From an optimization exercise on the open Yosys and OpenROAD flow, aimed at small area, a short achievable clock period and few clock cycles; shortcuts taken in it are not production practice. The RTL was checked by simulation tests, not by an equivalence proof against the original design.

==> flow/design.v <==
`timescale 1ns/100ps
module adder(a_i, b_i, c_i, s_o);
  input  [31:0] a_i;
  input  [31:0] b_i;
  input         c_i;
  output [31:0] s_o;
  reg [31:0] p, g, gn, pn;
  integer l, k, j;
  always @(*) begin
    p = a_i ^ b_i;
    g = a_i & b_i;
    g[0] = g[0] | (p[0] & c_i);    
    pn = p;
    for (l = 0; l < 5; l = l + 1) begin
      gn = g;
      for (k = 0; k < 32; k = k + 1)
        if ((k >> l) & 1) begin
          j = ((k >> l) << l) - 1;
          gn[k] = g[k] | (pn[k] & g[j]);
        end
      for (k = 31; k >= 0; k = k - 1)
        if ((k >> l) & 1) begin
          j = ((k >> l) << l) - 1;
          pn[k] = pn[k] & pn[j];
        end
      g = gn;
    end
  end
  assign s_o = p ^ {g[30:0], c_i};
endmodule
`timescale 1ns/100ps
module CPU(clk_i, rst_n_i, ins_i, pc_o, data_from_mem_i, MEM_ctrl_o, mem_write_addr_o, mem_write_data_o);
  input clk_i;
  input rst_n_i;
  input [32 - 1:0] ins_i;
  input [32 - 1:0] data_from_mem_i;
  output [32 - 1:0] pc_o;
  output [2 - 1:0] MEM_ctrl_o;
  output [32 - 1:0] mem_write_addr_o;
  output [32 - 1:0] mem_write_data_o;
  integer i;
  reg  [31:0] pc;
  wire [31:0] pc1 = pc + 32'd1;
  wire [31:0] if_target;
  adder target_adder(.a_i(pc1), .b_i({{16{ins_i[15]}}, ins_i[15:0]}), .c_i(1'b0), .s_o(if_target));
  wire if_beq = (ins_i[31:26] == 6'b000100);
  wire if_j   = (ins_i[31:26] == 6'b000010);
  wire        mispredict;
  reg  [31:0] id_pc1;
  always @(posedge clk_i) begin
    if (~rst_n_i)        pc <= 32'd0;
    else if (mispredict) pc <= id_pc1;
    else if (if_beq)     pc <= if_target;
    else if (if_j)       pc <= {pc1[31:28], 2'b00, ins_i[25:0]};
    else                 pc <= pc1;
  end
  assign pc_o = pc;
  reg        id_valid;
  wire [4:0] id_dest;
  wire       id_rw_go;
  reg [31:0] id_ins;
  reg [31:1] id_rs_oh;
  reg [31:1] id_rt_oh;
  reg  id_fwd_a, id_fwd_b;
  wire nx_fwd_a = id_rw_go & (id_dest == ins_i[25:21]);
  wire nx_fwd_b = id_rw_go & (id_dest == ins_i[20:16]);
  always @(posedge clk_i) begin
    id_valid <= rst_n_i & ~mispredict;
    id_ins   <= ins_i;
    id_pc1   <= pc1;
    id_fwd_a <= nx_fwd_a;
    id_fwd_b <= nx_fwd_b;
    for (i = 1; i < 32; i = i + 1) begin
      id_rs_oh[i] <= (ins_i[25:21] == i) & ~nx_fwd_a;
      id_rt_oh[i] <= (ins_i[20:16] == i) & ~nx_fwd_b;
    end
  end
  wire [5:0] id_op   = id_ins[31:26];
  wire [4:0] id_rs   = id_ins[25:21];
  wire [4:0] id_rt   = id_ins[20:16];
  wire [4:0] id_rd   = id_ins[15:11];
  wire [5:0] id_fn   = id_ins[5:0];
  wire       is_r    = (id_op == 6'b000000);
  wire       is_addi = (id_op == 6'b001000);
  wire       is_lw   = (id_op == 6'b100011);
  wire       is_sw   = (id_op == 6'b101011);
  wire       is_beq  = (id_op == 6'b000100);
  wire       is_imm  = is_addi | is_lw | is_sw;
  wire       id_go   = id_valid & rst_n_i;
  wire       r_shl = ~id_fn[5];
  wire       r_slt = id_fn[5] & id_fn[3];
  wire       r_log = id_fn[5] & ~id_fn[3] & id_fn[2];
  wire       r_and = r_log & ~id_fn[0];
  wire       r_or  = r_log & id_fn[0];
  wire       r_sub = id_fn[5] & ~id_fn[3] & ~id_fn[2] & id_fn[1];
  wire       r_add = id_fn[5] & ~id_fn[3] & ~id_fn[2] & ~id_fn[1];
  assign     id_dest = is_r ? id_rd : id_rt;
  wire       id_rw   = (is_r | is_addi | is_lw) & (id_dest != 5'd0);
  assign     id_rw_go = id_go & id_rw;
  wire       id_sub  = is_r & (r_sub | r_slt);
  wire       sel_add = is_imm | (is_r & (r_add | r_sub));
  wire       sel_and = is_r & r_and;
  wire       sel_or  = is_r & r_or;
  wire       sel_slt = is_r & r_slt;
  wire       sel_shl = is_r & r_shl;
  reg [31:0] rf [1:31];
  reg [31:0] rf_a, rf_b;
  always @(*) begin
    rf_a = 32'd0;
    rf_b = 32'd0;
    for (i = 1; i < 32; i = i + 1) begin
      rf_a = rf_a | ({32{id_rs_oh[i]}} & rf[i]);
      rf_b = rf_b | ({32{id_rt_oh[i]}} & rf[i]);
    end
  end
  reg        wb_rw, wb_lw, wb_sw;
  reg  [4:0] wb_dest;
  reg [31:0] wb_alu, wb_sd;
  wire [31:0] wb_res = wb_lw ? data_from_mem_i : wb_alu;
  wire [31:0] opa = rf_a | ({32{id_fwd_a}} & wb_res);
  wire [31:0] opb = rf_b | ({32{id_fwd_b}} & wb_res);
  wire [31:0] srcb = is_imm ? {{16{id_ins[15]}}, id_ins[15:0]} : opb;
  wire [31:0] sum;
  adder alu_adder(.a_i(opa), .b_i(srcb ^ {32{id_sub}}), .c_i(id_sub), .s_o(sum));
  wire [31:0] shl  = (|opa[31:5]) ? 32'd0 : (opb << opa[4:0]);
  wire [31:0] alu  = ({32{sel_add}} & sum)
                   | ({32{sel_and}} & (opa & opb))
                   | ({32{sel_or}}  & (opa | opb))
                   | ({32{sel_slt}} & {31'd0, sum[31]})
                   | ({32{sel_shl}} & shl);
  assign mispredict = id_valid & is_beq & (opa != opb);
  always @(posedge clk_i) begin
    wb_rw   <= id_rw_go;
    wb_lw   <= id_go & is_lw;
    wb_sw   <= id_go & is_sw;
    wb_dest <= id_dest;
    wb_alu  <= alu;
    wb_sd   <= opb;
  end
  always @(posedge clk_i) begin
    for (i = 1; i < 32; i = i + 1)
      if (wb_rw && wb_dest == i) rf[i] <= wb_res;
  end
  assign MEM_ctrl_o       = {wb_sw, wb_lw};
  assign mem_write_addr_o = wb_alu;
  assign mem_write_data_o = wb_sd;
endmodule
==> flow/run.sh <==
#!/bin/bash
# synth_recipe.tcl (not shown) runs the flow's synth.tcl, then flattens the netlist and writes it again
# the make line also repeats each setting of config.mk as NAME=value (left out here)
make -C /OpenROAD-flow-scripts/flow DESIGN_CONFIG=/design/flow/config.mk WORK_HOME=/design/flow/orfs CLKGATE_MAP_FILE= SYNTH_SCRIPT=/design/flow/synth_recipe.tcl finish
==> flow/config.mk <==
export PLATFORM = sky130hd
export DESIGN_NAME = CPU
export DESIGN_NICKNAME = CPU
export VERILOG_FILES = /design/flow/design.v
export SDC_FILE = /design/flow/constraint.sdc
export NUM_CORES = 4
export LEC_CHECK = 0
export CAP_MARGIN = 20
export CORE_MARGIN = 2
export CORE_UTILIZATION = 40
export SETUP_SLACK_MARGIN = 5
export SLEW_MARGIN = 20
==> flow/constraint.sdc <==
create_clock -name core_clock -period 8.5 [get_ports {clk_i}]
set_input_delay 1.7000 -clock core_clock [delete_from_list [all_inputs] [get_ports {clk_i}]]
set_output_delay 1.7000 -clock core_clock [all_outputs]
set_load 0.01 [all_outputs]
==> results_dict.tcl <==
set metrics [dict create \
    cpLargestDelayFamily "compound AO/OA/AOI/OAI gates" \
    port_buffers 163 \
    yosysSeqAreaShare_pct 63.17 \
    finalSetupViolCount 0 \
    cts_tree "yes" \
    hold_violations 0 \
    critPathMaxStageDelay_ns 0.83 \
    die_w_um 372.7 \
    start_kind "flop" \
    worstPathCellList "buf_6, a22oi_1, nand4_1, a2111oi_4, nand2_2, clkinv_4, nor2_1, a21oi_2, fa_2, nand2b_4, a21oi_4, o41ai_4, buf_4, a311o_1, a211oi_2, buf_4, o31ai_4, buf_6, a21oi_2, xor2_1, nand2_1, o2111ai_2" \
    syn-cell-area_mm2 0.05438 \
    dpl_worst_slack_ns 1.748 \
    core_area_mm2 0.1351 \
    synth_edf_count 992 \
    final_nets 4634 \
    wl_per_cell_um 44.84 \
    drt_iter0_markers 12240 \
    postRouteWirelength_mm 283.6 \
    ys_warn_count 3 \
    outcome "timing/DRC/antenna clean" \
    grt_pass1_vias 44150 \
    ant_nets 0 \
    synth_cell_types 81 \
    die_y_um 372.7 \
    fin_area_mm2 0.06646 \
    vias 48040 \
    avgViaCountPerCell 7.596 \
    maxSlewViolCount 0 \
    relSlewSlack_pct 15.78 \
    place_area_mm2 0.05875 \
    num_rows 135 \
    fin_crit_ns 5.004 \
    cts.sinks 1220 \
    rsz0062_at_grt "yes" \
    timing.final.ws_setup_ns 3.496 \
    num_io_pins 164 \
    instances_no_fill 6324 \
    gr-total-overflow 0 \
    fillCellCount 11670 \
    cp_num_buf_inv 5 \
    power_density_mw_per_mm2 211.4 \
    clk_latency_ns 0.80 \
    ir_drop_mv 0.1889 \
    drt_pass1_iterations 13 \
    route.detailed.drc 0 \
    hp-class "flop to flop" \
    leakage_uw 0.02310 \
    crit_path_max_fanout 19 \
    place.gp.congestion 1.024 \
    die_area_mm2 0.1389 \
    fmax_mhz 199.9 \
    slowest_stage "dfxtp_2" \
    grt_max_degree 60 \
    syn_avg_cell_area_um2 13.36 \
    drive_above_1_share_pct 21.23 \
    grt_pass1_wl_mm 369.9 \
    grt_usage_pct 38.59 \
    syn_to_final_growth_pct 22.20 \
    async_reset_ff_share_pct 0 \
    cp.arrival_ns 5.71 \
    worst-setup-path-type "flop to flop" \
    post-route-period-util_pct 58.87 \
    clk_path_buf_depth 3 \
    hpwl_mm 154.2 \
    clk_pin_slew_worst_paths_ns 0.07 \
    tns_ns 0 \
    cts_root_buf "clkbuf_16" \
    ys.flop_type "edfxtp_1" \
    worstMarginPinSlew_ns 1.263 \
    endpoint_kind "flop" \
    cts_htree_levels 3 \
    cts_hold_buffers 0 \
    syn_inst 4071 \
    cts_buffers 119 \
    antenna_found_initial 15 \
    postSynthNetCount 4272 \
    dp.cells 5883 \
    skew_ns 0.04335 \
    critPathRequiredTime_ns 9.20 \
    ys_ff_latch 1220 \
    initial_utilization_pct 40.24 \
    finalPower_uw 14050 \
    cap_viol_max_count 0 \
]
-- sequential cells by signal, indices dropped and copies added, names as in the netlist --
name      cells
rf          992
id_ins       27
wb_rw         1
wb_alu       32
id_rt_oh     31
id_fwd_a      1
wb_sw         1
wb_lw         1
wb_sd        32
id_fwd_b      1
id_rs_oh     31
id_pc1       32
id_valid      1
wb_dest       5
pc           32
-- timing repair --
action / 4_1_cts / 5_1_grt
gates cloned: 11 / 15
hold endpoints to repair: 0 / 0
setup buffers: 84 / 99
pin swaps: 65 / 110
setup endpoints to repair: 102 / 111
gates resized for setup: 213 / 318
-- layout by cell type, fill, tap and decap left out, types with 50 or more instances in the layout --
cell type and instances:
dfxtp_1 128, a22oi_1 658, o21ai_0 61, inv_1 111
nand4_1 175, buf_6 53, a222oi_1 64, edfxtp_1 992
o211ai_1 50, ha_1 105, buf_4 257, nand3_1 64
clkdlybuf4s50_1 113, dfxtp_2 58, nand2_1 117, mux2i_1 105
clkbuf_16 125, a221oi_1 121, nor2_1 130, xnor2_1 81
a22o_1 122
-- cell type report --
| cell class | count | area, µm² | share of cell area, % |
|---|---|---|---|
| multi-input combinational | 2475 | 20590 | 30.98 |
| inverter | 120 | 475.5 | 0.7154 |
| clock buffer | 152 | 3272 | 4.923 |
| timing repair buffer | 495 | 4629 | 6.966 |
| antenna | 7 | 17.52 | 0.02636 |
| timing repair inverter | 2 | 10.01 | 0.01506 |
| sequential | 1220 | 34580 | 52.04 |
| clock inverter | 72 | 649.4 | 0.9771 |
| tap | 1781 | 2228 | 3.353 |
-- synth_stat cells, types with 28 or more instances --
cell type,instances,area share [%]
buf_1,59,0.41
inv_1,115,0.79
nand2_1,134,0.92
clkbuf_1,168,1.2
o211ai_1,50,0.69
nand4_1,175,2.0
mux2i_1,123,2.3
a21oi_1,70,0.64
nor2_1,167,1.2
xnor2_1,89,1.4
nand3_1,70,0.64
dfxtp_1,228,8.4
ha_1,125,2.9
xor2_1,29,0.47
edfxtp_1,992,55
nor4_1,28,0.32
a221oi_1,123,2.0
a222oi_1,64,1.2
a22oi_1,658,9.1
buf_2,43,0.40
a22o_1,122,2.0
o21ai_0,75,0.69
-- tightest hold or removal path, delay by kind of cell (launching register included) --
family / cells / cell delay (ns)
AO/OA/AOI/OAI: 1 / 0.07
flip-flops: 1 / 0.30
AND/OR/NAND/NOR: 1 / 0.07
-- per-stage QoR --
| stage | utilization (%) | hold WS (ns) |
|---|---|---|
| 2_1_floorplan | - | 0.4495 |
| 3_3_place_gp | 43.47 | 0.4539 |
| 3_5_place_dp | 43.47 | 0.4618 |
| 4_1_cts | 47.49 | 0.4703 |
| 5_1_grt | 49.17 | 0.4857 |
| 6_report | 49.18 | 0.4649 |
-- cells by family (layout without fill, tap and decap cells) --
group                    after synthesis  count (layout)  synth area share (%)
buffers and inverters                398             841                 2.922
multiplexers                         157             178                 3.030
flip-flops                          1220            1220                 63.17
AO/OA/AOI/OAI                       1318            1319                 18.63
adder cells (fa/ha/maj)              135             135                 3.244
AND/OR/NAND/NOR                      725             725                 7.102
other                                  0               7                     0
XOR/XNOR                             118             118                 1.900
-- metal layers --
| layer | global-route usage [%] | wire length (µm) | up-vias |
|---|---|---|---|
| met5 | 0 | 299 | - |
| met4 | 25.65 | 28180 | 20 |
| met3 | 19.38 | 53280 | 1730 |
| met2 | 52.98 | 110300 | 5722 |
| met1 | 47.29 | 91580 | 23100 |
| li1 | - | - | 17470 |
-- final timing paths --
check / slack [ns] / start / end / depth (start not counted)
worst max-delay path: 3.50 / id_rs_oh[7] / wb_alu[28] / 22
worst min-delay path: 0.46 / id_pc1[12] / pc[12] / 2
worst min register to register: 0.46 / id_pc1[12] / pc[12] / 2
worst max register to register: 3.50 / id_rs_oh[7] / wb_alu[28] / 22
-- report_power, final --
part	switching [µW]	total [µW]	internal, µW
clock	2440	5440	3000
sequential	101	6580	6480
combinational	1230	2020	794
total	3770	14000	10300
Testbench counts, summed over its fixed seeds: cycles 107,105.

## re-timing with driven ports
No port has a modelled driver above. Below, the same layout with a new extraction and two added sets of constraints.
Step 1 assumes that a clkbuf_16 drives the clock port and a buf_2 every other input.
Step 2, shift: input delay + t, output delay - t, t = (earliest + latest rising clock arrival at the registers) / 2. This alone moves slack from input paths to output paths.
Three values: ideal, step 1, step 2; two values: the first two.
t (ns): 0.861
setup WS [ns]: 3.496 / 3.496 / 2.668
hold WS [ns]: 0.465 / 0.465 / 0.465
After both steps this run still meets setup and hold. The setup slack of this run moves by 0.000 ns with the drivers and by -0.828 ns with both steps.
